Source: an optimization exercise on an open RTL-to-GDS flow (aim: small area). Production flows keep margins and buffers that such runs may drop. In this exercise RTL edits were held to simulation tests only and were not proved equivalent to the original. Power and IR drop assume default switching activity.

==> flow/design.v (excerpt) <==
module DDRControlModule(input clk, input reset,
    input  io_init_calib_complete,
    input  io_mig_data_valid,
    input  io_mig_rdy,
    input  io_mig_wdf_rdy,
    input [127:0] io_data_from_mig,
    input  io_ram_en,
    input  io_ram_write,
    input [29:0] io_ram_addr,
    input [255:0] io_data_to_ram,
    output[2:0] io_cmd_to_mig,
    output io_app_en,
    output io_ram_rdy,
    output io_app_wdf_wren,
    output io_app_wdf_end,
    output[26:0] io_addr_to_mig,
    output[127:0] io_data_to_mig,
    output[255:0] io_data_to_cpu,
    output[4:0] io_state_to_cpu
);
  reg  [4:0]   state;
  reg  [5:0]   counter;
  reg          ram_write_old;
  reg  [21:0]  ram_addr_old;
  reg  [127:0] lo;
  reg  [127:0] hi;
  wire c = io_init_calib_complete;
  wire v = io_mig_data_valid;
  wire s0  = state == 5'd0;
  wire s16 = state[4] & ~state[0];
  wire s17 = state[4] & state[0];
  wire lowst = ~state[4];
  wire [3:0] sl = state[3:0];
  wire ge1  = counter != 6'd0;
  wire ge3  = counter >= 6'd3;
  wire ge4  = counter >= 6'd4;
  wire ge60 = counter >= 6'd60;
  wire hit  = ~io_ram_addr[25] & (ram_addr_old == io_ram_addr[24:3]) &
              (ram_write_old == io_ram_write);
  wire move = io_ram_en & ~hit;
  wire rsel = state[4] | (state[3] & state[2]);
  wire hsel = state[3] | (state[1] & ~state[2]);
  wire sa = ~rsel & ~hsel;
  wire sb = ~rsel & hsel;
  wire [127:0] op, x, hd, ld;
  wire mismatch = |x;
  wire rb_done = v & ge4;
  wire rb_to   = ~v & ge60;
  reg [4:0] nstate;
  reg       clr;
  always @(*) begin
    nstate = state;
    clr = 1'b0;
    if (s17) begin
      nstate = 5'd0;
    end else if (s16) begin
      if (rb_done) nstate = mismatch ? 5'd13 : 5'd17;
      else if (rb_to) begin nstate = 5'd15; clr = 1'b1; end
    end else begin
      case (sl)
        4'd0:  if (move) begin nstate = io_ram_write ? 5'd1 : 5'd9; clr = 1'b1; end
        4'd1:  if (io_mig_rdy & io_mig_wdf_rdy) begin nstate = 5'd2; clr = 1'b1; end
        4'd2:  if (io_mig_rdy & ge3) begin nstate = 5'd5; clr = 1'b1; end
        4'd3:  if (io_mig_rdy & io_mig_wdf_rdy) begin nstate = 5'd4; clr = 1'b1; end
        4'd4:  if (io_mig_rdy & ge3) begin nstate = 5'd7; clr = 1'b1; end
        4'd5:  if (io_mig_rdy & ge1) begin nstate = 5'd6; clr = 1'b1; end
  ...
export LEC_CHECK = 0
export CAP_MARGIN = 20
export CORE_AREA = 5 5 245 245
export DIE_AREA = 0 0 250 250
export GPL_ROUTABILITY_DRIVEN = 0
export GPL_TIMING_DRIVEN = 0
export SLEW_MARGIN = 20
export SYNTH_HIERARCHICAL = 1
create_clock -name core_clock -period 7.0 [get_ports {clk}]
standard.sh (not shown) runs the stock make flow with config.mk's settings and CLKGATE_MAP_FILE= SYNTH_SCRIPT=/design/flow/synth_recipe.tcl, a recipe that flattens the netlist after the stock synthesis.
==> flow/flow/run.sh <==
#!/bin/bash
# Own layout flow: the standard flow (standard.sh, unchanged synthesis) with
#  - port buffers made of the smallest buffer cell (buf_1) instead of ORFS's default pick,
#  - a clock tree of clkbuf_8 with sink clusters of up to 16 and no dummy loads.
# Each ORFS step writes its own log under orfs/logs; make's output goes to flow_make.log.
set -euo pipefail
export BUFFER_PORTS_ARGS="-buffer_cell sky130_fd_sc_hd__buf_1"
export CTS_ARGS="-sink_clustering_enable -repair_clock_nets -sink_clustering_size 16 -sink_clustering_max_diameter 60 -buf_list sky130_fd_sc_hd__clkbuf_8 -dont_use_dummy_load"
bash standard.sh finish > flow_make.log 2>&1
Rerun with:
GPL_ROUTABILITY_DRIVEN = default   (was 0)
GPL_TIMING_DRIVEN = default   (was 0)
Effect:
- die area stays the same
- routed wire length grows slightly
- setup slack improves by 800 ps
- final cell count shrinks by a few percent
- global-route usage grows by 0.15 points
- clock-buffer cell count grows by 2
- worst hold slack is about the same
- total power shrinks by a few percent
Rerun with:
CORE_AREA = 5 5 195 195   (was 5 5 245 245)
DIE_AREA = 0 0 200 200   (was 0 0 250 250)
What happened: This time the run did not get past I/O pin placement (3_2_place_iop), error PPL-0024; synthesized cell count is unchanged; synthesized area does not change.
Rerun with:
==> flow/run.sh (new file) <==
#!/bin/bash
# synth_recipe.tcl (not shown) runs the flow's synth.tcl, then flattens the netlist and writes it again
# the make line also repeats each setting of config.mk as NAME=value (left out here)
make -C /OpenROAD-flow-scripts/flow DESIGN_CONFIG=/design/flow/config.mk WORK_HOME=/design/flow/orfs CLKGATE_MAP_FILE= SYNTH_SCRIPT=/design/flow/synth_recipe.tcl finish
CORE_AREA = 5 5 245 245   (was 5 5 195 195)
CTS_BUF_LIST = sky130_fd_sc_hd__clkbuf_8   (was default)
CTS_CLUSTER_SIZE = 40   (was default)
DIE_AREA = 0 0 250 250   (was 0 0 200 200)
removed: flow/flow/run.sh
removed: flow/standard.sh
What happened: With this change the flow completed with no timing, DRC or antenna violations. Synthesized area is unchanged. Synthesized cell count does not change.

---

The RTL this note starts from:
==> flow/design.v <==
module DDRControlModule(input clk, input reset,
    input  io_init_calib_complete,
    input  io_mig_data_valid,
    input  io_mig_rdy,
    input  io_mig_wdf_rdy,
    input [127:0] io_data_from_mig,
    input  io_ram_en,
    input  io_ram_write,
    input [29:0] io_ram_addr,
    input [255:0] io_data_to_ram,
    output[2:0] io_cmd_to_mig,
    output io_app_en,
    output io_ram_rdy,
    output io_app_wdf_wren,
    output io_app_wdf_end,
    output[26:0] io_addr_to_mig,
    output[127:0] io_data_to_mig,
    output[255:0] io_data_to_cpu,
    output[4:0] io_state_to_cpu
);
  reg  [4:0]   state;
  reg  [5:0]   counter;
  reg          ram_write_old;
  reg  [21:0]  ram_addr_old;
  reg  [127:0] lo;
  reg  [127:0] hi;
  wire c = io_init_calib_complete;
  wire v = io_mig_data_valid;
  wire s0  = state == 5'd0;
  wire s16 = state[4] & ~state[0];
  wire s17 = state[4] & state[0];
  wire lowst = ~state[4];
  wire [3:0] sl = state[3:0];
  wire ge1  = counter != 6'd0;
  wire ge3  = counter >= 6'd3;
  wire ge4  = counter >= 6'd4;
  wire ge60 = counter >= 6'd60;
  wire hit  = ~io_ram_addr[25] & (ram_addr_old == io_ram_addr[24:3]) &
              (ram_write_old == io_ram_write);
  wire move = io_ram_en & ~hit;
  wire rsel = state[4] | (state[3] & state[2]);
  wire hsel = state[3] | (state[1] & ~state[2]);
  wire sa = ~rsel & ~hsel;
  wire sb = ~rsel & hsel;
  wire [127:0] op, x, hd, ld;
  wire mismatch = |x;
  wire rb_done = v & ge4;
  wire rb_to   = ~v & ge60;
  reg [4:0] nstate;
  reg       clr;
  always @(*) begin
    nstate = state;
    clr = 1'b0;
    if (s17) begin
      nstate = 5'd0;
    end else if (s16) begin
      if (rb_done) nstate = mismatch ? 5'd13 : 5'd17;
      else if (rb_to) begin nstate = 5'd15; clr = 1'b1; end
    end else begin
      case (sl)
        4'd0:  if (move) begin nstate = io_ram_write ? 5'd1 : 5'd9; clr = 1'b1; end
        4'd1:  if (io_mig_rdy & io_mig_wdf_rdy) begin nstate = 5'd2; clr = 1'b1; end
        4'd2:  if (io_mig_rdy & ge3) begin nstate = 5'd5; clr = 1'b1; end
        4'd3:  if (io_mig_rdy & io_mig_wdf_rdy) begin nstate = 5'd4; clr = 1'b1; end
        4'd4:  if (io_mig_rdy & ge3) begin nstate = 5'd7; clr = 1'b1; end
        4'd5:  if (io_mig_rdy & ge1) begin nstate = 5'd6; clr = 1'b1; end
        4'd6:  if (rb_done) begin nstate = mismatch ? 5'd1 : 5'd3; clr = 1'b1; end
               else if (rb_to) begin nstate = 5'd5; clr = 1'b1; end
        4'd7:  if (io_mig_rdy & ge1) begin nstate = 5'd8; clr = 1'b1; end
        4'd8:  if (rb_done) begin nstate = mismatch ? 5'd3 : 5'd17; clr = 1'b1; end
               else if (rb_to) begin nstate = 5'd7; clr = 1'b1; end
        4'd9:  if (io_mig_rdy & ge1) begin nstate = 5'd10; clr = 1'b1; end
        4'd10: if (rb_done) begin nstate = 5'd11; clr = 1'b1; end
               else if (rb_to) begin nstate = 5'd9; clr = 1'b1; end
        4'd11: if (io_mig_rdy & ge1) begin nstate = 5'd12; clr = 1'b1; end
        4'd12: if (rb_done) begin nstate = mismatch ? 5'd9 : 5'd13; clr = 1'b1; end
               else if (rb_to) begin nstate = 5'd11; clr = 1'b1; end
        4'd13: if (io_mig_rdy & ge1) begin nstate = 5'd14; clr = 1'b1; end
        4'd14: if (rb_done) begin nstate = 5'd15; clr = 1'b1; end
               else if (rb_to) begin nstate = 5'd13; clr = 1'b1; end
        default: if (io_mig_rdy & ge1) begin nstate = 5'd16; clr = 1'b1; end
      endcase
    end
  end
  wire hi_we = c & lowst & ((sl == 4'd10) | (sl == 4'd14)) & rb_done;
  wire lo_we = c & lowst & (sl == 4'd12) & rb_done;
  wire done_we = c & s17;
  wire he1 = ~reset & hi_we;
  wire he0 = ~reset & ~hi_we;
  wire le1 = ~reset & lo_we;
  wire le0 = ~reset & ~lo_we;
  genvar i;
  generate
    for (i = 0; i < 128; i = i + 1) begin : g_bit
      DDRSel3 u_sel(.a(io_data_to_ram[i]), .b(io_data_to_ram[128 + i]), .c(hi[i]),
                    .sa(sa), .sb(sb), .sc(rsel), .y(op[i]));
      DDRXor  u_x(.a(io_data_from_mig[i]), .b(op[i]), .y(x[i]));
      DDRHold u_h(.d(io_data_from_mig[i]), .q(hi[i]), .e1(he1), .e0(he0), .y(hd[i]));
      DDRHold u_l(.d(hi[i]), .q(lo[i]), .e1(le1), .e0(le0), .y(ld[i]));
    end
  endgenerate
  always @(posedge clk) begin
    if (reset) state <= 5'd0;
    else if (c) state <= nstate;
    if (c) counter <= clr ? 6'd0 : counter + 6'd1;
    if (reset) begin
      ram_write_old <= 1'b0;
      ram_addr_old <= 22'd0;
    end else if (done_we) begin
      ram_write_old <= io_ram_write;
      ram_addr_old <= io_ram_addr[24:3];
    end
    hi <= hd;
    lo <= ld;
  end
  wire iss = c & state[0] & lowst;
  wire wr  = iss & ~state[3] & ~state[2];
  assign io_state_to_cpu = state;
  assign io_ram_rdy      = (s0 & (~io_ram_en | hit)) | s17;
  assign io_app_en       = iss;
  assign io_app_wdf_wren = wr;
  assign io_app_wdf_end  = wr;
  assign io_cmd_to_mig   = {2'b00, state[3] | state[2]};
  assign io_addr_to_mig  = {io_ram_addr[24:3], state[3] ? state[2] : state[1], 4'h0};
  assign io_data_to_mig  = op;
  assign io_data_to_cpu  = {hi, lo};
endmodule
module DDRSel3(input a, input b, input c, input sa, input sb, input sc, output y);
  assign y = (sa & a) | (sb & b) | (sc & c);
endmodule
module DDRXor(input a, input b, output y);
  assign y = a ^ b;
endmodule
module DDRHold(input d, input q, input e1, input e0, output y);
  assign y = (e1 & d) | (e0 & q);
endmodule
Settings: LEC_CHECK=0, CAP_MARGIN=0, CORE_AREA=5 5 235 235, DIE_AREA=0 0 240 240, SLEW_MARGIN=0, SYNTH_HIERARCHICAL=1; clock period 7.0 ns.
==> flow/flow/run.sh <==
#!/bin/bash
# Own layout flow: the standard flow (standard.sh, unchanged synthesis) with
#  - port buffers made of the smallest buffer cell (buf_1) instead of ORFS's default pick,
#  - a clock tree of clkbuf_8 with sink clusters of up to 16 and no dummy loads.
# Each ORFS step writes its own log under orfs/logs; make's output goes to flow_make.log.
set -euo pipefail
export BUFFER_PORTS_ARGS="-buffer_cell sky130_fd_sc_hd__buf_1"
export CTS_ARGS="-sink_clustering_enable -repair_clock_nets -sink_clustering_size 16 -sink_clustering_max_diameter 60 -buf_list sky130_fd_sc_hd__clkbuf_8 -dont_use_dummy_load"
bash standard.sh finish > flow_make.log 2>&1
The first run completed with no timing, DRC or antenna violations.
==> next run, changes <==
==> flow/flow/run.sh (replaced) <==
#!/bin/bash
set -euo pipefail
export BUFFER_PORTS_ARGS="-buffer_cell sky130_fd_sc_hd__buf_1"
export CTS_ARGS="-sink_clustering_enable -repair_clock_nets -sink_clustering_size 16 -sink_clustering_max_diameter 60 -buf_list sky130_fd_sc_hd__clkbuf_8 -dont_use_dummy_load"
bash standard.sh finish > flow_make.log 2>&1
CAP_MARGIN = 20   (was 0)
CORE_AREA = 5 5 245 245   (was 5 5 235 235)
DIE_AREA = 0 0 250 250   (was 0 0 240 240)
SLEW_MARGIN = 20   (was 0)
What happened:
- The new run passed the timing, design-rule and antenna checks
- clock skew came out higher by 0.013 ns
- wire length falls by 2.1%
- design area went up by 0.64%
- count of clock-buffer cells in the layout stays the same
- sequential cell count stays the same
- via count goes down by 2.7%
- first-iteration DRC count went down by 11%
==> next run, changes <==
==> flow/flow/run.sh (replaced) <==
#!/bin/bash
# Own layout flow: the standard flow (standard.sh, unchanged synthesis) with
#  - port buffers made of the smallest buffer cell (buf_1) instead of ORFS's default pick,
#  - a clock tree of clkbuf_8 with sink clusters of up to 16 and no dummy loads.
# Each ORFS step writes its own log under orfs/logs; make's output goes to flow_make.log.
set -euo pipefail
export BUFFER_PORTS_ARGS="-buffer_cell sky130_fd_sc_hd__buf_1"
export CTS_ARGS="-sink_clustering_enable -repair_clock_nets -sink_clustering_size 10 -sink_clustering_max_diameter 40 -buf_list sky130_fd_sc_hd__clkbuf_4 -dont_use_dummy_load"
bash standard.sh finish > flow_make.log 2>&1
CORE_AREA = 5 5 235 235   (was 5 5 245 245)
DIE_AREA = 0 0 240 240   (was 0 0 250 250)
After rerunning: The changed run finished clean; power went down by 1.5%; non-clock buffer count went down by 3; cell count went down by about 1.6%; wire length went up by 2.1%; via count went up by about 2.5%; core utilization went up by 2.6 points; setup slack gets worse by 0.56 ns; global-route usage went up by 2.2 points; combinational power went down by about 4%; design area went down by about 0.7%.
==> next run, changes <==
--- a/flow/flow/run.sh
+++ b/flow/flow/run.sh
@@ -7,3 +7,3 @@
 export BUFFER_PORTS_ARGS="-buffer_cell sky130_fd_sc_hd__buf_1"
-export CTS_ARGS="-sink_clustering_enable -repair_clock_nets -sink_clustering_size 10 -sink_clustering_max_diameter 40 -buf_list sky130_fd_sc_hd__clkbuf_4 -dont_use_dummy_load"
+export CTS_ARGS="-sink_clustering_enable -repair_clock_nets -sink_clustering_size 24 -sink_clustering_max_diameter 100 -buf_list {sky130_fd_sc_hd__clkbuf_4 sky130_fd_sc_hd__clkbuf_8 sky130_fd_sc_hd__clkbuf_16} -dont_use_dummy_load"
 bash standard.sh finish > flow_make.log 2>&1
CORE_AREA = 5 5 245 245   (was 5 5 235 235)
DIE_AREA = 0 0 250 250   (was 0 0 240 240)
Utilization drops by 2.5 points.
Setup slack is better by 0.50 ns.
Total power climbs by 3.3%.
Via count drops by 2.3%.
Sequential cell count stays the same.
==> next run, changes <==
--- a/flow/flow/run.sh
+++ b/flow/flow/run.sh
@@ -7,3 +7,3 @@
 export BUFFER_PORTS_ARGS="-buffer_cell sky130_fd_sc_hd__buf_1"
-export CTS_ARGS="-sink_clustering_enable -repair_clock_nets -sink_clustering_size 24 -sink_clustering_max_diameter 100 -buf_list {sky130_fd_sc_hd__clkbuf_4 sky130_fd_sc_hd__clkbuf_8 sky130_fd_sc_hd__clkbuf_16} -dont_use_dummy_load"
+export CTS_ARGS="-sink_clustering_enable -repair_clock_nets -sink_clustering_size 16 -sink_clustering_max_diameter 60 -buf_list sky130_fd_sc_hd__clkbuf_8 -dont_use_dummy_load"
 bash standard.sh finish > flow_make.log 2>&1
CORE_AREA = 5 5 235 235   (was 5 5 245 245)
DIE_AREA = 0 0 240 240   (was 0 0 250 250)
What happened:
- The new run finished with timing, DRC and antenna clean
- power went down by 2.8%
- cell area shrinks by 0.89%
- worst setup slack degrades by 0.44 ns
- synthesized area stays the same
- synthesized cell count stays the same
- routed wire length rises by 2.0%
- count of clock-buffer cells in the layout increases by 11
- critical path depth goes down by 1
- non-clock buffer count went down by 3
- worst hold slack is worse by 0.0052 ns
- via count climbs by 2.6%

re-timing with driven ports:
No port has a modelled driver above. Below, the same layouts with a new extraction and two added sets of constraints. Step 1 assumes that a clkbuf_16 drives the clock port and a buf_2 every other input. Step 2 moves the port delays by t, midway between the first and last clock arrival at a register: inputs arrive t later, outputs are due t later. That takes back most of the time a late clock gives input paths. Three values: ideal, step 1, step 2; two values: the first two.
run	t (ns)	slack for setup (ns)	hold slack, ns	worst setup path at the end	pins driven straight from the clock port
the first run of note 1	0.629	1.360 / 1.360 / 1.360	0.470 / 0.470 / 0.470	register to register	1
the second run of note 1	0.659	2.165 / 2.165 / 2.076	0.469 / 0.469 / 0.469	input to register	1
the fourth run of note 1	0.653	1.566 / 1.516 / 1.591	0.466 / 0.466 / 0.466	input to register	1
the first run of note 2	0.654	1.665 / 1.665 / 1.665	0.464 / 0.464 / 0.464	register to register	1
the second run of note 2	0.659	2.165 / 2.165 / 2.076	0.469 / 0.469 / 0.469	input to register	1
the third run of note 2	0.753	1.604 / 1.604 / 1.604	0.468 / 0.468 / 0.468	register to register	1
the fourth run of note 2	0.583	2.100 / 2.100 / 1.950	0.469 / 0.469 / 0.469	input to register	1
the fifth run of note 2	0.654	1.665 / 1.665 / 1.665	0.464 / 0.464 / 0.464	register to register	1
After both steps every run listed still meets setup and hold. For the fourth run of note 2, which loses most, drivers alone change the setup slack by 0.000 ns; drivers and shift together by -0.150 ns.
